This design comes from an exercise in tuning for small area and a short achievable clock period on the open sky130 flow, not from production work.
Only simulation tests tie the RTL to the original design; equivalence was not proved.

## before
==> flow/design.v <==
module riscvsingle(
	clk,
	n_rst,
	PC,
	Instr,
	MemWrite,
	ALUResult,
	WriteData,
	ReadData,
	byte_enable
);
	input clk, n_rst;
	input [31:0] Instr, ReadData;
	output MemWrite;
	output [31:0] PC, ALUResult, WriteData;
	output [3:0] byte_enable;
	reg  [31:0] PCF;
	reg  [31:0] InstrD;
	reg         validD, jalD;
	reg  [31:0] AE;            
	reg  [31:0] BE;            
	reg  [31:0] XE;            
	reg  [4:0]  shE;           
	reg  [4:0]  RdE;
	reg  [2:0]  f3E;
	reg         validE, regWE, memWE, loadE, jumpE, jalE, jalrE;
	reg         brEqE, brNeE, brLtE, brGeE, brLtuE, brGeuE;
	reg         subE, selSumE, selAndE, selOrE, selXorE, selSllE, selSrE, selSraE, selSltE, selSltuE;
	reg  [31:0] ALUResultM, WDM;
	reg  [3:0]  beM;
	reg  [4:0]  RdM;
	reg  [2:0]  f3M;
	reg  [1:0]  ldOfsM;        
	reg         regWM, memWM, loadM, jumpM;
	reg  [31:0] rf [1:31];
	wire [31:0] a = AE;
	wire [32:0] sum = {1'b0, a} + {1'b0, BE} + {32'b0, subE};
	wire        ltu = ~sum[32];                               
	wire        lt  = (ltu ^ a[31] ^ ~BE[31]) | (BE == 32'h7fff_ffff);  
	wire        eq  = &(a ^ BE);
	function [31:0] rev32(input [31:0] x);
		integer k;
		for (k = 0; k < 32; k = k + 1) rev32[k] = x[31 - k];
	endfunction
	wire [31:0] sh_in = selSllE ? rev32(a) : a;
	wire [32:0] sh_x  = {selSraE & a[31], sh_in};
	wire [32:0] sh_o  = $signed(sh_x) >>> shE;
	wire [31:0] ALUResultE =
		({32{selSumE & validE}} & sum[31:0]) |
		({32{selAndE & validE}} & (a & BE)) |        
		({32{selOrE & validE}}  & (a | BE)) |
		({32{selXorE & validE}} & (a ^ BE)) |
		({32{selSllE & validE}} & rev32(sh_o[31:0])) |
		({32{selSrE & validE}}  & sh_o[31:0]) |
		{31'b0, (selSltE & validE & lt) | (selSltuE & validE & ltu)};
	wire taken = (brEqE & validE & eq) | (brNeE & validE & ~eq) | (brLtE & validE & lt) |
	             (brGeE & validE & ~lt) | (brLtuE & validE & ltu) | (brGeuE & validE & ~ltu);
	wire pcsrc1 = taken | (jalE & validE);       
	wire pcsrc2 = jalrE & validE;                
	wire redirect = pcsrc1 | pcsrc2;
	wire [1:0] ofs = sum[1:0];
	wire [31:0] sd = XE;
	reg  [31:0] st_wd;
	reg  [3:0]  st_be;
	always @(*) begin
		st_wd = 32'h0;
		st_be = 4'b0000;
		case (f3E)
			3'b000, 3'b100: begin
				st_wd = {4{sd[7:0]}} & {{8{ofs == 2'd3}}, {8{ofs == 2'd2}}, {8{ofs == 2'd1}}, {8{ofs == 2'd0}}};
				st_be = {ofs == 2'd3, ofs == 2'd2, ofs == 2'd1, ofs == 2'd0};
			end
			3'b001: begin
				if (ofs == 2'd0) begin st_wd = {16'b0, sd[15:0]}; st_be = 4'b0011; end
				else if (ofs == 2'd2) begin st_wd = {sd[15:0], 16'b0}; st_be = 4'b1100; end
			end
			3'b101: begin
				if (ofs == 2'd0) begin st_wd = {16'b0, sd[15:0]}; st_be = 4'b0011; end
				else if (ofs == 2'd2) begin st_wd = {sd[31:16], 16'b0}; st_be = 4'b1100; end
			end
			3'b010, 3'b110: begin
				if (ofs == 2'd0) begin st_wd = sd; st_be = 4'b1111; end
			end
			default: ;
		endcase
	end
	wire [1:0] ofsM = ldOfsM;
	reg  [31:0] ld;
	always @(*) begin
		ld = 32'h0;
		case (f3M)
			3'b000: case (ofsM)
				2'd0: ld = {{24{ReadData[7]}},  ReadData[7:0]};
				2'd1: ld = {{24{ReadData[15]}}, ReadData[15:8]};
				2'd2: ld = {{24{ReadData[23]}}, ReadData[23:16]};
				2'd3: ld = {{24{ReadData[31]}}, ReadData[31:24]};
			endcase
			3'b100: case (ofsM)
				2'd0: ld = {24'b0, ReadData[7:0]};
				2'd1: ld = {24'b0, ReadData[15:8]};
				2'd2: ld = {24'b0, ReadData[23:16]};
				2'd3: ld = {24'b0, ReadData[31:24]};
			endcase
			3'b001: case (ofsM)
				2'd0: ld = {{16{ReadData[15]}}, ReadData[15:0]};
				2'd2: ld = {{16{ReadData[31]}}, ReadData[31:16]};
				default: ;
			endcase
			3'b101: case (ofsM)
				2'd0: ld = {16'b0, ReadData[15:0]};
				2'd2: ld = {16'b0, ReadData[31:16]};
				default: ;
			endcase
			3'b010, 3'b110: if (ofsM == 2'd0) ld = ReadData;
			default: ;
		endcase
	end
	wire [31:0] ResultM = loadM ? ld : (jumpM ? WDM : ALUResultM);
	wire [6:0] op  = InstrD[6:0];
	wire [2:0] f3  = InstrD[14:12];
	wire       f7b = InstrD[30];
	wire [4:0] rs1 = InstrD[19:15];
	wire [4:0] rs2 = InstrD[24:20];
	wire [4:0] rd  = InstrD[11:7];
	wire isLoad  = (op == 7'b000_0011);
	wire isStore = (op == 7'b010_0011);
	wire isR     = (op == 7'b011_0011);
	wire isLui   = (op == 7'b011_0111);
	wire isBr    = (op == 7'b110_0011);
	wire isI     = (op == 7'b001_0011);
	wire isJalr  = (op == 7'b110_0111);
	wire isAuipc = (op == 7'b001_0111);
	wire isSys   = (op == 7'b111_0011);
	wire regWD = isLoad | isR | isLui | isI | jalD | isJalr | isAuipc | isSys;
	wire useImmB = isLoad | isStore | isLui | isI | isJalr | isAuipc | isSys;
	wire aluRI = isR | isI;
	wire isShift = aluRI & (f3[1:0] == 2'b01);
	wire subD = isBr | (isR & (f3 == 3'b000) & f7b) | (aluRI & (f3[2:1] == 2'b01));
	wire [31:0] immI = {{20{InstrD[31]}}, InstrD[31:20]};
	wire [31:0] immS = {{20{InstrD[31]}}, InstrD[31:25], InstrD[11:7]};
	wire [31:0] immB = {{20{InstrD[31]}}, InstrD[7], InstrD[30:25], InstrD[11:8], 1'b0};
	wire [31:0] immJ = {{12{InstrD[31]}}, InstrD[19:12], InstrD[20], InstrD[30:21], 1'b0};
	wire [31:0] immU = {InstrD[31:12], 12'b0};
	wire [31:0] immBop = isStore ? immS : ((isLui | isAuipc) ? immU : immI);
	wire [31:0] pcm4   = PCF - 32'd4;
	wire [31:0] timm   = jalD ? immJ : immB;
	wire [31:0] tx     = PCF ^ timm ^ 32'hffff_fffc;
	wire [31:0] tc     = (PCF & timm) | ((PCF | timm) & 32'hffff_fffc);
	wire [31:0] target = tx + {tc[30:0], 1'b0};
	wire hitE1 = validE & regWE & (RdE == rs1) & (rs1 != 5'd0);
	wire hitE2 = validE & regWE & (RdE == rs2) & (rs2 != 5'd0);
	wire hitM1 = regWM & (RdM == rs1) & (rs1 != 5'd0);
	wire hitM2 = regWM & (RdM == rs2) & (rs2 != 5'd0);
	wire [31:0] rf1 = (rs1 == 5'd0) ? 32'h0 : rf[rs1];
	wire [31:0] rf2 = (rs2 == 5'd0) ? 32'h0 : rf[rs2];
	wire [31:0] rv1 = hitE1 ? ALUResultE : (hitM1 ? ResultM : rf1);
	wire [31:0] rv2 = hitE2 ? ALUResultE : (hitM2 ? ResultM : rf2);
	wire lwStall = validE & loadE & ((rs1 == RdE) | (rs2 == RdE));
	wire flushE  = lwStall | redirect;
	always @(posedge clk) begin
		if (!n_rst)
			PCF <= 32'h0;
		else if (pcsrc1)
			PCF <= XE;
		else if (pcsrc2)
			PCF <= sum[31:0];
		else if (!lwStall)
			PCF <= PCF + 32'd4;
		if (!lwStall) begin
			InstrD <= Instr;
			jalD   <= (Instr[6:0] == 7'b110_1111);
		end
		if (!n_rst | redirect)
			validD <= 1'b0;
		else if (!lwStall)
			validD <= 1'b1;
		AE  <= isLui ? 32'h0 : (isAuipc ? pcm4 : rv1);
		BE  <= (useImmB ? immBop : rv2) ^ {32{subD}};
		XE  <= isStore ? rv2 : target;
		shE <= isR ? rv2[4:0] : InstrD[24:20];
		RdE <= rd;
		f3E <= f3;
		validE <= n_rst & validD & ~flushE;
		regWE  <= regWD;
		memWE  <= isStore;
		loadE  <= isLoad;
		jumpE  <= jalD | isJalr;
		jalE   <= jalD;
		jalrE  <= isJalr;
		brEqE  <= isBr & (f3 == 3'b000);
		brNeE  <= isBr & (f3 == 3'b001);
		brLtE  <= isBr & (f3 == 3'b100);
		brGeE  <= isBr & (f3 == 3'b101);
		brLtuE <= isBr & (f3 == 3'b110);
		brGeuE <= isBr & (f3 == 3'b111);
		subE     <= subD;
		selSumE  <= (~aluRI & ~(isBr & (f3[2:1] == 2'b11))) | (aluRI & (f3 == 3'b000));
		selAndE  <= aluRI & (f3 == 3'b111);
		selOrE   <= aluRI & (f3 == 3'b110);
		selXorE  <= aluRI & (f3 == 3'b100);
		selSllE  <= aluRI & (f3 == 3'b001);
		selSrE   <= aluRI & (f3 == 3'b101);
		selSraE  <= aluRI & (f3 == 3'b101) & f7b;
		selSltE  <= aluRI & (f3 == 3'b010);
		selSltuE <= aluRI & (f3 == 3'b011);
		ALUResultM <= n_rst ? ALUResultE : 32'h0;
		WDM   <= jumpE ? pcm4 : st_wd;    
		beM   <= st_be;
		RdM   <= RdE;
		f3M   <= f3E;
		ldOfsM <= loadE ? sum[1:0] : 2'b00;
		regWM <= n_rst & validE & regWE;
		memWM <= n_rst & validE & memWE;
		loadM <= loadE;
		jumpM <= jumpE;
	end
	wire wenM = regWM & n_rst;
	genvar i;
	generate
		for (i = 1; i < 32; i = i + 1) begin : RF
			always @(posedge clk) begin
				if (wenM && RdM == i)
					rf[i] <= ResultM;
			end
		end
	endgenerate
	assign PC = PCF;
	assign MemWrite = memWM;
	assign ALUResult = ALUResultM;
	assign WriteData = WDM;
	assign byte_enable = beM;
endmodule
clock: 16.5 ns
lec_check: 0
cap_margin: 20
core_margin: 2
core_utilization: 45
cts_cluster_diameter: 150
cts_cluster_size: 20
place_density: 0.6
slew_margin: 20
standard.sh (not shown) runs the stock make flow with config.mk's settings and CLKGATE_MAP_FILE= SYNTH_SCRIPT=/design/flow/synth_recipe.tcl, a recipe that flattens the netlist after the stock synthesis.
==> flow/flow/run.sh <==
#!/bin/bash
# The standard layout (the standard.sh, unchanged synthesis and steps),
# with one change: the buffers that ORFS puts on every input and output port
# are buf_2 cells instead of the default choice.
set -euo pipefail
bash standard.sh 'BUFFER_PORTS_ARGS=-buffer_cell sky130_fd_sc_hd__buf_2' finish > orfs_make.log 2>&1
before | stages: all done | timing, DRC, antenna: all pass
For after, these inputs were changed with respect to before:
--- a/flow/design.v
+++ b/flow/design.v
@@ -31,8 +31,11 @@
 	reg  [4:0]  RdM;
 	reg  [2:0]  f3M;
 	reg  [1:0]  ldOfsM;        
 	reg         regWM, memWM, loadM, jumpM;
+	reg  [31:0] ResultW;
+	reg  [4:0]  RdW;
+	reg         regWW;
 	reg  [31:0] rf [1:31];
 	wire [31:0] a = AE;
 	wire [32:0] sum = {1'b0, a} + {1'b0, BE} + {32'b0, subE};
 	wire        ltu = ~sum[32];                               
@@ -150,12 +153,14 @@
 	wire hitE1 = validE & regWE & (RdE == rs1) & (rs1 != 5'd0);
 	wire hitE2 = validE & regWE & (RdE == rs2) & (rs2 != 5'd0);
 	wire hitM1 = regWM & (RdM == rs1) & (rs1 != 5'd0);
 	wire hitM2 = regWM & (RdM == rs2) & (rs2 != 5'd0);
+	wire hitW1 = regWW & (RdW == rs1) & (rs1 != 5'd0);
+	wire hitW2 = regWW & (RdW == rs2) & (rs2 != 5'd0);
 	wire [31:0] rf1 = (rs1 == 5'd0) ? 32'h0 : rf[rs1];
 	wire [31:0] rf2 = (rs2 == 5'd0) ? 32'h0 : rf[rs2];
-	wire [31:0] rv1 = hitE1 ? ALUResultE : (hitM1 ? ResultM : rf1);
-	wire [31:0] rv2 = hitE2 ? ALUResultE : (hitM2 ? ResultM : rf2);
+	wire [31:0] rv1 = hitE1 ? ALUResultE : (hitM1 ? ResultM : (hitW1 ? ResultW : rf1));
+	wire [31:0] rv2 = hitE2 ? ALUResultE : (hitM2 ? ResultM : (hitW2 ? ResultW : rf2));
 	wire lwStall = validE & loadE & ((rs1 == RdE) | (rs2 == RdE));
 	wire flushE  = lwStall | redirect;
 	always @(posedge clk) begin
 		if (!n_rst)
@@ -212,16 +217,18 @@
 		regWM <= n_rst & validE & regWE;
 		memWM <= n_rst & validE & memWE;
 		loadM <= loadE;
 		jumpM <= jumpE;
+		ResultW <= ResultM;
+		RdW     <= RdM;
+		regWW   <= n_rst & regWM;
 	end
-	wire wenM = regWM & n_rst;
 	genvar i;
 	generate
 		for (i = 1; i < 32; i = i + 1) begin : RF
 			always @(posedge clk) begin
-				if (wenM && RdM == i)
-					rf[i] <= ResultM;
+				if (regWW && RdW == i)
+					rf[i] <= ResultW;
 			end
 		end
 	endgenerate
 	assign PC = PCF;
## What came out
Compared to before, after has initial antenna violation count about 28% lower.
after vs. before: total global routing track utilization went up by 0.70 points.
Compared to before, after has half-perimeter wire length of the detailed placement result 6.7% higher.
The area growth from synthesis to final layout of after is lower than that of before.
Synthesized area (higher): after
Diff before and after: final core utilization higher in before
Complex-gate fraction of the synthesized area (lower): after
Measured against each other, before and after differ in smallest setup slack after layout, the lower figure coming from before.

## re-timing with driven ports
The flow's constraints put no driver on any port. The routed layouts listed below were extracted and timed again, unchanged, in two steps. Step 1 sets driving cells, clkbuf_16 on the clock port and buf_2 on the other inputs (assumed; they add their load-dependent delay and slew). Step 2 adds t to the input delays and takes it off the output delays; t is the mean of the earliest and latest rising clock arrival at the registers after step 1. Input paths then give back, and output paths get back, about the clock's delay inside the block. Three values: no drivers, after step 1, after step 2; two values: the first two.
run | t (ns) | setup WS [ns] | clock arrival spread, ns | slew at the worst register clock pin (ns) | cell pins on the clock port's net
before | 0.837 | 10.151 / 10.206 / 9.369 | 0.083 / 0.083 | 0.11 / 0.11 | 1
after | 0.832 | 10.912 / 10.939 / 10.142 | 0.078 / 0.078 | 0.11 / 0.11 | 1
After both steps every run listed still meets setup and hold. For before, which loses most, drivers alone change the setup slack by +0.055 ns; drivers and shift together by -0.782 ns.
